This design comes from an exercise in tuning for small area, a short achievable clock period and few clock cycles per item on the open sky130 flow, not from production work. RTL that was checked went through simulation tests only; none was proved equivalent to the original. The clock port is modelled as an ideal driver, which makes a skipped or thinned clock tree look cheaper than it is; a real chip needs a root buffer or a tree. Power and IR drop assume default switching activity.

run 1:
## full_hash
module full_hash (
    input wire clk
    ,input wire rst_n
    ,input wire start
    ,input wire [7:0] Byte
    ,input wire End_of_File
    ,input wire F_dr
    ,output wire [0:31] R_h
    ,output wire F_rtr
    ,output wire H_ready
);
    reg  [31:4] g;         
    reg  [3:0]  s;         
    reg         v;         
    reg  [15:0] R_c;       
    reg         fin;       
    reg         done;      
    reg         rdy;       
    wire        xfer = F_dr & rdy;
    wire        start_now = start & (R_c == 16'd0);
    wire [5:0]  m6_out;
    wire [5:0]  c6_lo, c6_hi;
    wire [3:0]  s_out;
    wire [5:0]  c6_sel = fin ? c6_hi : c6_lo;
    M6 modulo_m6 (.a(Byte), .b(m6_out));
    C6 modulo_c6_lo (.C6_in(R_c[7:0]), .C6_out(c6_lo));
    C6 modulo_c6_hi (.C6_in(R_c[15:8]), .C6_out(c6_hi));
    sbox modulo_sbox (.in(F_dr ? m6_out : c6_sel), .out(s_out));
    wire sp01, sp02, sp03, sp12, sp13, sp23;
    assign sp01 = s[0] ^ s[1];
    assign sp02 = s[0] ^ s[2];
    assign sp03 = s[0] ^ s[3];
    assign sp12 = s[1] ^ s[2];
    assign sp13 = s[1] ^ s[3];
    assign sp23 = s[2] ^ s[3];
    wire [31:4] f;
    assign f[4] = g[26] ^ s[3];
    assign f[5] = g[27] ^ s[0];
    assign f[6] = g[24] ^ s[1];
    assign f[7] = ~(g[25] ^ s[2]);
    assign f[8] = g[31] ^ s[0];
    assign f[9] = g[28] ^ s[1];
    assign f[10] = ~(g[29] ^ s[2]);
    assign f[11] = g[30] ^ s[3];
    assign f[12] = g[5] ^ sp01;
    assign f[13] = ~(g[6] ^ sp12);
    assign f[14] = g[7] ^ sp23;
    assign f[15] = g[4] ^ sp03;
    assign f[16] = g[10] ^ sp01;
    assign f[17] = ~(g[11] ^ sp12);
    assign f[18] = g[8] ^ sp23;
    assign f[19] = g[9] ^ sp03;
    assign f[20] = g[15] ^ sp02;
  ...
For scale: roughly 390 cells after synthesis, ~52 flip-flops, about 47 I/O pins, roughly 3600 um^2 of cells after synthesis.
==> module full_hash, before the edit <==
module full_hash (
    input wire clk
    ,input wire rst_n
    ,input wire start
    ,input wire [7:0] Byte
    ,input wire End_of_File
    ,input wire F_dr
    ,output wire [0:31] R_h
    ,output wire F_rtr
    ,output wire H_ready
);
    reg  [31:4] g;         
    reg  [3:0]  s;         
    reg         v;         
    reg  [15:0] R_c;       
    reg         fin;       
    reg         done;      
    reg         rdy;       
    wire        xfer = F_dr & rdy;
    wire        start_now = start & (R_c == 16'd0);
    wire [5:0]  m6_out;
    wire [5:0]  c6_lo, c6_hi;
    wire [3:0]  s_out;
    wire [5:0]  c6_sel = fin ? c6_hi : c6_lo;
    M6 modulo_m6 (.a(Byte), .b(m6_out));
    C6 modulo_c6_lo (.C6_in(R_c[7:0]), .C6_out(c6_lo));
    C6 modulo_c6_hi (.C6_in(R_c[15:8]), .C6_out(c6_hi));
    sbox modulo_sbox (.in(F_dr ? m6_out : c6_sel), .out(s_out));
    wire sp01, sp02, sp03, sp12, sp13, sp23;
    assign sp01 = s[0] ^ s[1];
    assign sp02 = s[0] ^ s[2];
    assign sp03 = s[0] ^ s[3];
    assign sp12 = s[1] ^ s[2];
    assign sp13 = s[1] ^ s[3];
    assign sp23 = s[2] ^ s[3];
    wire [31:4] f;
    assign f[4] = g[26] ^ s[3];
    assign f[5] = g[27] ^ s[0];
    assign f[6] = g[24] ^ s[1];
    assign f[7] = ~(g[25] ^ s[2]);
    assign f[8] = g[31] ^ s[0];
    assign f[9] = g[28] ^ s[1];
    assign f[10] = ~(g[29] ^ s[2]);
    assign f[11] = g[30] ^ s[3];
    assign f[12] = g[5] ^ sp01;
    assign f[13] = ~(g[6] ^ sp12);
    assign f[14] = g[7] ^ sp23;
    assign f[15] = g[4] ^ sp03;
    assign f[16] = g[10] ^ sp01;
    assign f[17] = ~(g[11] ^ sp12);
    assign f[18] = g[8] ^ sp23;
    assign f[19] = g[9] ^ sp03;
    assign f[20] = g[15] ^ sp02;
    assign f[21] = ~(g[12] ^ sp13);
    assign f[22] = ~(g[13] ^ sp02);
    assign f[23] = g[14] ^ sp13;
    assign f[24] = g[16] ^ sp02;
    assign f[25] = g[17] ^ sp13;
    assign f[26] = g[18] ^ sp02;
    assign f[27] = g[19] ^ sp13;
    assign f[28] = ~(g[21] ^ sp03);
    assign f[29] = ~(g[22] ^ sp01);
    assign f[30] = g[23] ^ sp12;
    assign f[31] = g[20] ^ sp23;
    wire [31:4] g_fold = g ^ {20'd0, s_out & {4{fin}}, s & {4{fin}}};
    always_ff @(posedge clk)
        s <= s_out;
    always_ff @(posedge clk or negedge rst_n)
        if (!rst_n) begin
            g    <= 28'h10DC3AF;
            v    <= 1'b0;
            R_c  <= 16'd0;
            fin  <= 1'b0;
            done <= 1'b0;
            rdy  <= 1'b1;
        end else begin
            v    <= xfer;
            if (xfer)
                R_c <= R_c + 16'd1;
            fin  <= rdy & End_of_File;
            done <= ~start_now & (done | fin);
            rdy  <= start_now | (rdy & ~End_of_File);
            g    <= start_now ? 28'h10DC3AF : v ? f : g_fold;
        end
    assign F_rtr = rdy;
    assign H_ready = done;
    assign R_h[3] = g[4];
    assign R_h[2] = g[5];
    assign R_h[1] = g[6];
    assign R_h[0] = g[7];
    assign R_h[7] = g[8];
    assign R_h[6] = g[9];
    assign R_h[5] = g[10];
    assign R_h[4] = g[11];
    assign R_h[11] = g[15];
    assign R_h[10] = g[12];
    assign R_h[9] = g[13];
    assign R_h[8] = g[14];
    assign R_h[15] = g[19];
    assign R_h[14] = g[16];
    assign R_h[13] = g[17];
    assign R_h[12] = g[18];
    assign R_h[19] = g[22];
    assign R_h[18] = g[23];
    assign R_h[17] = g[20];
    assign R_h[16] = g[21];
    assign R_h[23] = g[26];
    assign R_h[22] = g[27];
    assign R_h[21] = g[24];
    assign R_h[20] = g[25];
    assign R_h[27] = g[29];
    assign R_h[26] = g[30];
    assign R_h[25] = g[31];
    assign R_h[24] = g[28];
    assign R_h[31] = ~g[5];
    assign R_h[30] = g[6];
    assign R_h[29] = g[7];
    assign R_h[28] = g[4];
endmodule
export LEC_CHECK = 0
export CAP_MARGIN = 20
export CORE_MARGIN = 2
export CORE_UTILIZATION = 40
export PLACE_DENSITY = 0.6
export SLEW_MARGIN = 20
create_clock -name core_clock -period 5.0 [get_ports {clk}]
run.sh (not shown) runs the stock make flow with config.mk's settings and CLKGATE_MAP_FILE= SYNTH_SCRIPT=/design/flow/synth_recipe.tcl, a recipe that flattens the netlist after the stock synthesis.
Per the final summary, run 1 finished and its layout is clean on timing, DRC and antenna.
Setup changes, run 1 to run 2
diff --git a/flow/design.v b/flow/design.v
--- a/flow/design.v
+++ b/flow/design.v
@@ -110,17 +110,19 @@
     reg         v;         
     reg  [15:0] R_c;       
-    reg         fin;       
     reg         done;      
     reg         rdy;       
     wire        xfer = F_dr & rdy;
     wire        start_now = start & (R_c == 16'd0);
+    wire        fin = End_of_File & ~done;
     wire [5:0]  m6_out;
+    wire [3:0]  s_in;
     wire [5:0]  c6_lo, c6_hi;
-    wire [3:0]  s_out;
-    wire [5:0]  c6_sel = fin ? c6_hi : c6_lo;
+    wire [3:0]  s_lo, s_hi;
     M6 modulo_m6 (.a(Byte), .b(m6_out));
+    sbox sbox_msg (.in(m6_out), .out(s_in));
     C6 modulo_c6_lo (.C6_in(R_c[7:0]), .C6_out(c6_lo));
     C6 modulo_c6_hi (.C6_in(R_c[15:8]), .C6_out(c6_hi));
-    sbox modulo_sbox (.in(F_dr ? m6_out : c6_sel), .out(s_out));
+    sbox sbox_lo (.in(c6_lo), .out(s_lo));
+    sbox sbox_hi (.in(c6_hi), .out(s_hi));
     wire sp01, sp02, sp03, sp12, sp13, sp23;
     assign sp01 = s[0] ^ s[1];
@@ -159,7 +161,8 @@
     assign f[30] = g[23] ^ sp12;
     assign f[31] = g[20] ^ sp23;
-    wire [31:4] g_fold = g ^ {20'd0, s_out & {4{fin}}, s & {4{fin}}};
+    wire [31:4] g_step = v ? f : g;
+    wire [31:4] g_fin = g_step ^ {20'd0, s_hi & {4{fin}}, s_lo & {4{fin}}};
     always_ff @(posedge clk)
-        s <= s_out;
+        s <= s_in;
     always_ff @(posedge clk or negedge rst_n)
         if (!rst_n) begin
@@ -167,5 +170,4 @@
             v    <= 1'b0;
             R_c  <= 16'd0;
-            fin  <= 1'b0;
             done <= 1'b0;
             rdy  <= 1'b1;
@@ -174,8 +176,7 @@
             if (xfer)
                 R_c <= R_c + 16'd1;
-            fin  <= rdy & End_of_File;
-            done <= ~start_now & (done | fin);
+            done <= ~start_now & (done | End_of_File);
             rdy  <= start_now | (rdy & ~End_of_File);
-            g    <= start_now ? 28'h10DC3AF : v ? f : g_fold;
+            g    <= start_now ? 28'h10DC3AF : g_fin;
         end
     assign F_rtr = rdy;
### Flow results
Run 2 went all the way through synthesis, placement and routing and the layout is clean on timing, DRC and antenna. Diff run 1 -> run 2 | die width | up by more than 10%. From run 1 to run 2 the numbers moved as follows: sequential group share of total power went up, number of flip-flops and latches went down, internal power contribution went down, final critical-path setup slack went up. Detailed-route wire length on metal 1 | run 2 above run 1. Reported for run 1 and run 2, number of synthesized flops with an enable pin turned out identical to the last digit. Diff run 1 -> run 2: growth of design area from synthesis to finish -1.3 points, wire length reported by the detailed router increased by about 14% relative to the old numbers, first-pass GRT wire length has increased. Between run 1 and run 2, filler cell count in the final layout is higher for run 2, run 1 comes in under that. Run 2 vs run 1 — power drawn by the combinational cells dropped 58%. Relative to run 1, summed instance area of the synthesized netlist has increased by about 26% in run 2.
No run of this note included a check of the RTL's function; only the layout flow was run.

* * *

== run K ==
full_hash, a different RTL version from the one above (not shown whole).
Size in the first run: roughly 370 cells after synthesis, ~62 flip-flops, about 47 I/O pins.
==> module full_hash, before the edit <==
module full_hash (
    input wire clk
    ,input wire rst_n
    ,input wire start
    ,input wire [7:0] Byte
    ,input wire End_of_File
    ,input wire F_dr
    ,output wire [0:31] R_h
    ,output wire F_rtr
    ,output wire H_ready
);
    reg  [31:4] g;         
    reg  [5:0]  x;         
    reg  [3:0]  s;         
    reg         v1;        
    reg         v2;        
    reg  [15:0] R_c;       
    reg         eof1;      
    reg         fin;       
    reg         fin2;      
    reg         done;      
    reg         init;      
    reg         rdy;       
    wire        xfer = F_dr & rdy;
    wire [15:0] count = R_c + {15'd0, v1};
    wire        count_zero = v1 ? (&R_c) : ~(|R_c);
    wire        start_now = start & count_zero;
    wire        hi_zero = (R_c[15:8] == 8'd0);
    wire [5:0]  m6_out;
    wire [5:0]  c6_lo, c6_hi;
    wire [3:0]  s_out;
    M6 modulo_m6 (.a(Byte), .b(m6_out));
    C6 modulo_c6_lo (.C6_in(count[7:0]), .C6_out(c6_lo));
    C6 modulo_c6_hi (.C6_in(R_c[15:8]), .C6_out(c6_hi));
    sbox modulo_sbox (.in(x), .out(s_out));
    wire sp01, sp02, sp03, sp12, sp13, sp23;
    assign sp01 = s[0] ^ s[1];
    assign sp02 = s[0] ^ s[2];
    assign sp03 = s[0] ^ s[3];
    assign sp12 = s[1] ^ s[2];
    assign sp13 = s[1] ^ s[3];
    assign sp23 = s[2] ^ s[3];
    wire [31:4] f;
    assign f[4] = g[26] ^ s[3];
    assign f[5] = g[27] ^ s[0];
    assign f[6] = g[24] ^ s[1];
    assign f[7] = ~(g[25] ^ s[2]);
    assign f[8] = g[31] ^ s[0];
    assign f[9] = g[28] ^ s[1];
    assign f[10] = ~(g[29] ^ s[2]);
    assign f[11] = g[30] ^ s[3];
    assign f[12] = g[5] ^ sp01;
    assign f[13] = ~(g[6] ^ sp12);
    assign f[14] = g[7] ^ sp23;
    assign f[15] = g[4] ^ sp03;
    assign f[16] = g[10] ^ sp01;
    assign f[17] = ~(g[11] ^ sp12);
    assign f[18] = g[8] ^ sp23;
    assign f[19] = g[9] ^ sp03;
    assign f[20] = g[15] ^ sp02;
    assign f[21] = ~(g[12] ^ sp13);
    assign f[22] = ~(g[13] ^ sp02);
    assign f[23] = g[14] ^ sp13;
    assign f[24] = g[16] ^ sp02;
    assign f[25] = g[17] ^ sp13;
    assign f[26] = g[18] ^ sp02;
    assign f[27] = g[19] ^ sp13;
    assign f[28] = ~(g[21] ^ sp03);
    assign f[29] = ~(g[22] ^ sp01);
    assign f[30] = g[23] ^ sp12;
    assign f[31] = g[20] ^ sp23;
    wire        fin_short = fin & hi_zero;
    wire        done_next = ~init & (done | fin_short | fin2);
    wire [31:4] g_fold = g ^ {20'd0, s & {4{fin2}} | {2'b00, fin_short, 1'b0}, s & {4{fin}}};
    always_ff @(posedge clk) begin
        x <= F_dr ? m6_out : eof1 ? c6_hi : c6_lo;
        s <= s_out;
    end
    always_ff @(posedge clk or negedge rst_n)
        if (!rst_n) begin
            v1   <= 1'b0;
            v2   <= 1'b0;
            R_c  <= 16'd0;
            eof1 <= 1'b0;
            fin  <= 1'b0;
            fin2 <= 1'b0;
            done <= 1'b0;
            init <= 1'b1;
        end else begin
            v1   <= xfer;
            v2   <= v1 & ~start_now;
            R_c  <= count;
            eof1 <= End_of_File & ~(eof1 | fin | fin2 | done);
            fin  <= eof1;
            fin2 <= fin & ~hi_zero;
            done <= done_next;
            init <= start_now;
        end
    always_ff @(posedge clk)
        g <= init ? 28'h10DC3AF : v2 ? f : g_fold;
    always_ff @(posedge clk)
        rdy <= ~rst_n | ~done_next;
    assign F_rtr = rdy;
    assign H_ready = done;
    assign R_h[3] = g[4];
    assign R_h[2] = g[5];
    assign R_h[1] = g[6];
    assign R_h[0] = g[7];
    assign R_h[7] = g[8];
    assign R_h[6] = g[9];
    assign R_h[5] = g[10];
    assign R_h[4] = g[11];
    assign R_h[11] = g[15];
    assign R_h[10] = g[12];
    assign R_h[9] = g[13];
    assign R_h[8] = g[14];
    assign R_h[15] = g[19];
    assign R_h[14] = g[16];
    assign R_h[13] = g[17];
    assign R_h[12] = g[18];
    assign R_h[19] = g[22];
    assign R_h[18] = g[23];
    assign R_h[17] = g[20];
    assign R_h[16] = g[21];
    assign R_h[23] = g[26];
    assign R_h[22] = g[27];
    assign R_h[21] = g[24];
    assign R_h[20] = g[25];
    assign R_h[27] = g[29];
    assign R_h[26] = g[30];
    assign R_h[25] = g[31];
    assign R_h[24] = g[28];
    assign R_h[31] = ~g[5];
    assign R_h[30] = g[6];
    assign R_h[29] = g[7];
    assign R_h[28] = g[4];
endmodule
==> flow/config.mk <==
export PLATFORM = sky130hd
export DESIGN_NAME = full_hash
export DESIGN_NICKNAME = full_hash
export VERILOG_FILES = /design/flow/design.v
export SDC_FILE = /design/flow/constraint.sdc
export NUM_CORES = 4
export LEC_CHECK = 0
export CAP_MARGIN = 20
export CORE_MARGIN = 2
export CORE_UTILIZATION = 40
export PLACE_DENSITY = 0.6
export SETUP_SLACK_MARGIN = 3.1
export SLEW_MARGIN = 20
==> flow/constraint.sdc <==
create_clock -name core_clock -period 5.0 [get_ports {clk}]
set_input_delay 1.0000 -clock core_clock [delete_from_list [all_inputs] [get_ports {clk}]]
set_output_delay 1.0000 -clock core_clock [all_outputs]
set_load 0.01 [all_outputs]
standard.sh (not shown) runs the stock make flow with config.mk's settings and CLKGATE_MAP_FILE= SYNTH_SCRIPT=/design/flow/synth_recipe.tcl, a recipe that flattens the netlist after the stock synthesis.
==> flow/flow/run.sh <==
#!/bin/bash
# Standard ORFS layout with two changes:
#  - the port buffers are buf_2 cells instead of the cell buffer_ports picks by
#    default (a slow delay buffer);
#  - after CTS, the clock tree is rebuilt with one level of buffers
#    (flow/post_cts.tcl): the clock port drives 3 clkbuf_16 cells, each
#    driving the registers of one slice of the core.
set -euo pipefail
export BUFFER_PORTS_ARGS="-buffer_cell sky130_fd_sc_hd__buf_2"
export POST_CTS_TCL="$PWD/flow/post_cts.tcl"
bash standard.sh > make.log 2>&1
Other scripts of this flow, unchanged in this note and not shown: flow/flow/post_cts.tcl
Input-level comparison between run A and run K:
-- flow/design.v --
<<< run K, line 55
    reg         fin2;      
    reg         done;      
    reg         init;      
    reg         rdy;       
    wire        xfer = F_dr & rdy;
    wire [15:0] count = R_c + {15'd0, v1};
    wire        count_zero = v1 ? (&R_c) : ~(|R_c);
>>> run A, line 55
    reg         fin2;      
    reg         done;      
    reg         restart;   
    wire        xfer = F_dr & ~done;
    wire [15:0] count = R_c + {15'd0, v1};
    wire        count_zero = v1 ? (&R_c) : ~(|R_c);
<<< run K, line 106
    assign f[31] = g[20] ^ sp23;
    wire        fin_short = fin & hi_zero;
    wire        done_next = ~init & (done | fin_short | fin2);
    wire [31:4] g_fold = g ^ {20'd0, s & {4{fin2}} | {2'b00, fin_short, 1'b0}, s & {4{fin}}};
    always_ff @(posedge clk) begin
>>> run A, line 105
    assign f[31] = g[20] ^ sp23;
    wire        fin_short = fin & hi_zero;
    wire        done_next = ~restart & (done | fin_short | fin2);
    wire [31:4] g_fold = g ^ {20'd0, s & {4{fin2}} | {2'b00, fin_short, 1'b0}, s & {4{fin}}};
    always_ff @(posedge clk) begin
<<< run K, line 121
            fin2 <= 1'b0;
            done <= 1'b0;
            init <= 1'b1;
        end else begin
            v1   <= xfer;
>>> run A, line 120
            fin2 <= 1'b0;
            done <= 1'b0;
            restart <= 1'b0;
        end else begin
            v1   <= xfer;
<<< run K, line 130
            fin2 <= fin & ~hi_zero;
            done <= done_next;
            init <= start_now;
        end
    always_ff @(posedge clk)
        g <= init ? 28'h10DC3AF : v2 ? f : g_fold;
    always_ff @(posedge clk)
        rdy <= ~rst_n | ~done_next;
    assign F_rtr = rdy;
    assign H_ready = done;
    assign R_h[3] = g[4];
>>> run A, line 129
            fin2 <= fin & ~hi_zero;
            done <= done_next;
            restart <= start_now;
        end
    always_ff @(posedge clk)
        g <= (~rst_n | restart) ? 28'h10DC3AF : v2 ? f : g_fold;
    assign F_rtr = ~done;
    assign H_ready = done;
    assign R_h[3] = g[4];
Findings:
Per the final summary, run A finished and its layout is clean on timing, DRC and antenna.
Diff run K..run A | power drawn by the clock network | negligible
Re per-cell routed wire length: run K and run A aren't equal, and the higher value belongs to run A.
Run K → run A: combined area of the multi-input logic cells shrank by 41 sq um, average footprint of a synthesized cell now sits higher.
Run K → run A: full die area lower, maximum frequency went up about 4%, fraction of power consumed by combinational cells went down 1.6 points, cell area after technology mapping went down, total power lower.
Of run A and run K, it is run A that has the higher max-slew headroom at the worst pin.
Via count: run A vs run K down 118
In run A the cell depth of the worst flop-to-flop path turned out 1 lower than in run K.
Portion of the post-synthesis area used by sequential elements: run A > run K
Testbench counts of run A, summed over its fixed seeds: cycles 8,189, bytes 7,421.
For run K, only the layout was checked, not whether the RTL still works. In every run of this note, the design's own scripts or RTL, not TritonCTS, make the clock network.

==> static timing again, ports no longer ideal <==
Ports are ideal in the flow. The routed layouts listed here were re-timed in OpenROAD.
Step 1 (the two cells are an assumption about what drives the block):
set clk [get_ports {clk}]
set_driving_cell -lib_cell sky130_fd_sc_hd__clkbuf_16 $clk
set_driving_cell -lib_cell sky130_fd_sc_hd__buf_2 [delete_from_list [all_inputs] $clk]
Step 2 adds t to the input delays and takes it off the output delays; t is the mean of the earliest and latest rising clock arrival at the registers after step 1. Input paths then give back, and output paths get back, about the clock's delay inside the block.
Slacks: no drivers / after step 1 / after step 2; pairs: no drivers / after step 1.
run	shift t [ns]	setup slack, ns	worst setup path at the end	slew at the worst register clock pin (ns)	worst data-port slew with drivers (ns)
run 1	0.341	1.218 / 1.224 / 0.884	input to register	0.10 / 0.10	0.03
run 2	0.321	1.861 / 1.873 / 1.552	input to register	0.08 / 0.08	0.03
run K	0.206	3.091 / 3.091 / 3.091	register to register	0.09 / 0.09	0.03
run A	0.205	3.167 / 3.139 / 3.089	input to register	0.09 / 0.09	0.04
After both steps every run listed still meets setup and hold. The setup slack of run 1, which loses most, moves by +0.006 ns with the drivers and by -0.334 ns with both steps.
